Context: an optimization exercise on an open-source flow, tuned for small area and a short achievable clock period. The choices shown serve that exercise and are no tape-out recipe. In this exercise RTL edits were held to simulation tests only and were not proved equivalent to the original.

== run 1 ==
==> flow/design.v <==
module top_module (
    input wire clk,
    input wire reset,
    input wire signed [15:0] x_in,
    input wire signed [15:0] d_in,
    output wire signed [15:0] y_out
);
    reg [15:0] d0;                  
    reg [15:0] dl [1:15];           
    reg        p1, n1;              
    reg        p16, n16;            
    reg [15:0] rz;
    reg [15:1] rp, rn;
    reg [3:1]  cz, cp, cn;          
    reg [15:0] y;
    reg        ep, en;              
    reg        kp, kn;              
    reg [3:0]  cnt;                 
    reg        v15;                 
    integer i;
    wire [15:0] d15 = v15 ? dl[15] : 16'd0;
    wire        p15 = (|d15) & ~d15[15];
    wire        n15 = d15[15];
    function [15:0] add16(input [15:0] a, input [15:0] b, input ci);
        reg [15:0] p, g, gg, pp;
        integer k, st;
        begin
            p = a ^ b;
            g = a & b;
            gg = g;
            pp = p;
            gg[0] = g[0] | (p[0] & ci);
            for (st = 1; st < 16; st = st * 2)
                for (k = 2 * st - 1; k < 16; k = k + 2 * st) begin
                    gg[k] = gg[k] | (pp[k] & gg[k-st]);
                    pp[k] = pp[k] & pp[k-st];
                end
            for (st = 4; st >= 1; st = st / 2)
                for (k = 3 * st - 1; k < 16; k = k + 2 * st) begin
                    gg[k] = gg[k] | (pp[k] & gg[k-st]);
                    pp[k] = pp[k] & pp[k-st];
                end
            add16 = p ^ {gg[14:0], ci};
        end
    endfunction
    function [4:0] rip4(input [3:0] a, input [3:0] b, input ci);
        reg [4:0] c;
        integer k;
        begin
            c[0] = ci;
            for (k = 0; k < 4; k = k + 1)
                c[k+1] = (a[k] & b[k]) | (a[k] & c[k]) | (b[k] & c[k]);
            rip4 = {c[4], a ^ b ^ c[3:0]};
        end
    endfunction
    function [18:0] upd(input [15:0] r, input [3:1] rc, input [15:0] x0,
                        input [15:0] x15, input s0, input s15);
        reg [15:0] a, b, s, c, c2;
        reg [4:0]  b0, b1, b2, b3;
        begin
            a = x0 ^ {16{s0}};
            b = x15 ^ {16{s15}};
            s = r ^ a ^ b;
            c = (r & a) | (r & b) | (a & b);
            c2 = {c[14:0], s0};
            b0 = rip4(s[3:0], c2[3:0], s15);
            b1 = rip4(s[7:4], c2[7:4], rc[1]);
            b2 = rip4(s[11:8], c2[11:8], rc[2]);
            b3 = rip4(s[15:12], c2[15:12], rc[3]);
            upd = {b2[4], b1[4], b0[4], b3[3:0], b2[3:0], b1[3:0], b0[3:0]};
        end
    endfunction
    wire [15:0] rpf = {rp, rz[0]};
    wire [15:0] rnf = {rn, rz[0]};
    wire [18:0] rpn = upd(rpf, cp, d0, d15, ~p1, p16);
    wire [18:0] rnn = upd(rnf, cn, d0, d15, ~n1, n16);
    wire [18:0] rzn = upd(rz, cz, d0, d15, 1'b1, 1'b0);
    wire [15:0] rk = kp ? rpf : (kn ? rnf : rz);
    wire [3:1]  ck = kp ? cp : (kn ? cn : cz);
    wire        m  = kp ? ~p1 : (kn ? ~n1 : 1'b1);
    wire [15:0] yn = rk + (d0 ^ {16{m}}) + {3'd0, ck[3], 3'd0, ck[2], 3'd0, ck[1], 4'd0} + m;
    wire        eneg = add16(d_in, ~y, 1'b1) >> 15;    
    wire        enz  = |(d_in ^ y);                   
    always @(posedge clk or posedge reset) begin
        if (reset) begin
            d0  <= 16'd0;
            p1  <= 1'b0;
            n1  <= 1'b0;
            p16 <= 1'b0;
            n16 <= 1'b0;
            rz  <= 16'd0;
            rp  <= 15'd0;
            rn  <= 15'd0;
            cz  <= 3'd0;
            cp  <= 3'd0;
            cn  <= 3'd0;
            y   <= 16'd0;
            ep  <= 1'b0;
            en  <= 1'b0;
            kp  <= 1'b0;
            kn  <= 1'b0;
            cnt <= 4'd0;
            v15 <= 1'b0;
        end else begin
            d0  <= x_in;
            p1  <= (|d0) & ~d0[15];
            n1  <= d0[15];
            p16 <= p15;
            n16 <= n15;
            rz  <= rzn[15:0];
            rp  <= rpn[15:1];
            rn  <= rnn[15:1];
            cz  <= rzn[18:16];
            cp  <= rpn[18:16];
            cn  <= rnn[18:16];
            y   <= yn;
            ep  <= enz & ~eneg;
            en  <= eneg;
            kp  <= ep;
            kn  <= en;
            if (!v15) cnt <= cnt + 4'd1;
            if (cnt == 4'd14) v15 <= 1'b1;
        end
    end
    always @(posedge clk) begin
        dl[1] <= d0;
        for (i = 2; i < 16; i = i + 1)
            dl[i] <= dl[i-1];
    end
    assign y_out = y;
endmodule
clock: 12.5 ns
lec_check: 0
cap_margin: 20
core_margin: 2
core_utilization: 45
slew_margin: 20
standard.sh (not shown) runs the stock make flow with config.mk's settings and CLKGATE_MAP_FILE= SYNTH_SCRIPT=/design/flow/synth_recipe.tcl, a recipe that flattens the netlist after the stock synthesis.
==> flow/flow/run.sh <==
#!/bin/bash
# The standard ORFS layout (standard.sh: standard synthesis, floorplan,
# placement, CTS, routing), with three changes to how the layout is made:
# - repair_timing aims for setup slack beyond the clock's own (SETUP_SLACK_MARGIN),
#   so the layout is optimised for a shorter achieved period;
# - port buffers are a plain buf_2 instead of the resizer's default pick;
# - CTS: clkbuf_16 root, clkbuf_8 leaf buffers, no dummy loads, smaller clusters.
# The clock period and constraints (constraint.sdc) are the standard flow's, unchanged.
# make's full output goes to make_standard.log; each ORFS step logs to orfs/logs.
set -euo pipefail
export SETUP_SLACK_MARGIN=9.0
export BUFFER_PORTS_ARGS="-buffer_cell sky130_fd_sc_hd__buf_1"
export CTS_ARGS="-sink_clustering_enable -repair_clock_nets -dont_use_dummy_load -root_buf sky130_fd_sc_hd__clkbuf_16 -buf_list sky130_fd_sc_hd__clkbuf_4 -sink_clustering_size 10 -sink_clustering_max_diameter 40"
bash standard.sh > make_standard.log 2>&1
## Diff of input files: run 2 against run 1
diff --git a/flow/flow/run.sh b/flow/flow/run.sh
--- a/flow/flow/run.sh
+++ b/flow/flow/run.sh
@@ -11,4 +11,4 @@
 export SETUP_SLACK_MARGIN=9.0
-export BUFFER_PORTS_ARGS="-buffer_cell sky130_fd_sc_hd__buf_1"
-export CTS_ARGS="-sink_clustering_enable -repair_clock_nets -dont_use_dummy_load -root_buf sky130_fd_sc_hd__clkbuf_16 -buf_list sky130_fd_sc_hd__clkbuf_4 -sink_clustering_size 10 -sink_clustering_max_diameter 40"
+export BUFFER_PORTS_ARGS="-buffer_cell sky130_fd_sc_hd__buf_2"
+export CTS_ARGS="-sink_clustering_enable -repair_clock_nets -dont_use_dummy_load -root_buf sky130_fd_sc_hd__clkbuf_16 -buf_list sky130_fd_sc_hd__clkbuf_8 -sink_clustering_size 16 -sink_clustering_max_diameter 50"
 bash standard.sh > make_standard.log 2>&1
Notes after the runs:
Run 2 vs. run 1: cell count went down by 18. Worst-margin pin slew: run 2 and run 1 compared, lower one is run 1. Aggregate routed wire length shrinks by a few percent when moving from run 1 to run 2. Run 2 against run 1: sequential share of cell area flat, number of nets produced by synthesis flat.
> inputs changed (run 2 -> run 3)
==> flow/flow/run.sh <==
#!/bin/bash
# Standard ORFS layout (the standard.sh), with two changes to how it is made:
# - repair_timing aims for setup slack beyond the clock's own (SETUP_SLACK_MARGIN),
#   so the layout is optimised for a shorter achieved period;
# - port buffers are a plain buffer cell instead of the resizer's default pick.
# The clock period and constraints are the standard flow's, unchanged.
set -euo pipefail
export SETUP_SLACK_MARGIN=${SETUP_SLACK_MARGIN_OVERRIDE:-9.0}
export BUFFER_PORTS_ARGS="-buffer_cell sky130_fd_sc_hd__buf_2"
export CTS_ARGS="-sink_clustering_enable -repair_clock_nets -dont_use_dummy_load -root_buf sky130_fd_sc_hd__clkbuf_16 -buf_list sky130_fd_sc_hd__clkbuf_8 -sink_clustering_size 16 -sink_clustering_max_diameter 50"
bash standard.sh > make_standard.log 2>&1
Notes after the runs:
Re cell depth of the worst flop-to-flop path: no difference whatsoever between run 3 and run 2.
Diff run 3..run 2 | setup slack after placement | unchanged
Changes observed in run 3 relative to run 2: final number of hold-violating endpoints about even; cell count about even.
Taking run 2 as the reference, in run 3 detailed-routing wirelength on met1 flat; number of buffers other than clock buffers in the final layout flat; global-route usage flat.

========
top_module, a different RTL version from the one above (not shown whole).
Size in the first run: ~870 cells after synthesis, ~340 flip-flops, roughly 50 I/O pins, about 12000 sq um of cells after synthesis.
Settings: LEC_CHECK=0, CAP_MARGIN=20, CORE_MARGIN=2, CORE_UTILIZATION=55, SLEW_MARGIN=20; clock period 12.5 ns.
==> flow/flow/run.sh <==
#!/bin/bash
# The standard ORFS layout (standard.sh: standard synthesis, floorplan,
# placement, CTS, routing), with three changes to how the layout is made:
# - repair_timing aims for setup slack beyond the clock's own (SETUP_SLACK_MARGIN),
#   so the layout is optimised for a shorter achieved period;
# - port buffers are a plain buf_2 instead of the resizer's default pick;
# - CTS: clkbuf_16 root, clkbuf_8 leaf buffers, no dummy loads, smaller clusters.
# The clock period and constraints (constraint.sdc) are the standard flow's, unchanged.
# make's full output goes to make_standard.log; each ORFS step logs to orfs/logs.
set -euo pipefail
export SETUP_SLACK_MARGIN=9.0
export BUFFER_PORTS_ARGS="-buffer_cell sky130_fd_sc_hd__buf_2"
export CTS_ARGS="-sink_clustering_enable -repair_clock_nets -dont_use_dummy_load -root_buf sky130_fd_sc_hd__clkbuf_16 -buf_list sky130_fd_sc_hd__clkbuf_8 -sink_clustering_size 20 -sink_clustering_max_diameter 60"
bash standard.sh > make_standard.log 2>&1
Edit:
--- a/flow/config.mk
+++ b/flow/config.mk
@@ -9,3 +9,3 @@
 export CORE_MARGIN = 2
-export CORE_UTILIZATION = 55
+export CORE_UTILIZATION = 45
 export SLEW_MARGIN = 20
Worst hold slack gets better by 29 ps.
Final cell count went up by a few percent.
Die area went up by about a fifth.
Edit:
--- a/flow/flow/run.sh
+++ b/flow/flow/run.sh
@@ -12,3 +12,3 @@
 export BUFFER_PORTS_ARGS="-buffer_cell sky130_fd_sc_hd__buf_2"
-export CTS_ARGS="-sink_clustering_enable -repair_clock_nets -dont_use_dummy_load -root_buf sky130_fd_sc_hd__clkbuf_16 -buf_list sky130_fd_sc_hd__clkbuf_8 -sink_clustering_size 20 -sink_clustering_max_diameter 60"
+export CTS_ARGS="-sink_clustering_enable -repair_clock_nets -dont_use_dummy_load -root_buf sky130_fd_sc_hd__clkbuf_16 -buf_list sky130_fd_sc_hd__clkbuf_8 -sink_clustering_size 16 -sink_clustering_max_diameter 50"
 bash standard.sh > make_standard.log 2>&1
What happened: Wire length rose by 0.82%; utilization rose by 0.31 points; clock skew barely changes.

==> afterwards: timing with drivers on the ports <==
How much do the figures lean on ideal ports? The routed layouts below were timed once more, with nothing changed but the port constraints. Step 1: set_driving_cell puts a clkbuf_16 on clk and a buf_2 on each other input, an assumption about the parent block. Step 2 times the ports against the registers' clock, not the clock port: input delays grow and output delays shrink by t, the midpoint of the rising clock arrivals with the driver on. a / b / c = ideal / step 1 / step 2; a / b = the first two.
| run | t (ns) | setup slack, ns | worst register clock-pin slew, ns | worst slew at a driven data input, ns |
|---|---|---|---|---|
| run 1 | 0.523 | 8.982 / 8.933 / 8.534 | 0.10 / 0.10 | 0.05 |
| run 2 | 0.534 | 8.965 / 8.917 / 8.505 | 0.09 / 0.09 | 0.05 |
| run 3 | 0.534 | 8.965 / 8.917 / 8.505 | 0.09 / 0.09 | 0.05 |
| the first run of note 2 | 0.522 | 8.967 / 8.921 / 8.538 | 0.11 / 0.11 | 0.04 |
| the second run of note 2 | 0.522 | 8.976 / 8.929 / 8.590 | 0.11 / 0.11 | 0.04 |
| the third run of note 2 | 0.523 | 8.969 / 8.923 / 8.588 | 0.09 / 0.09 | 0.04 |
After both steps every run listed still meets setup and hold.
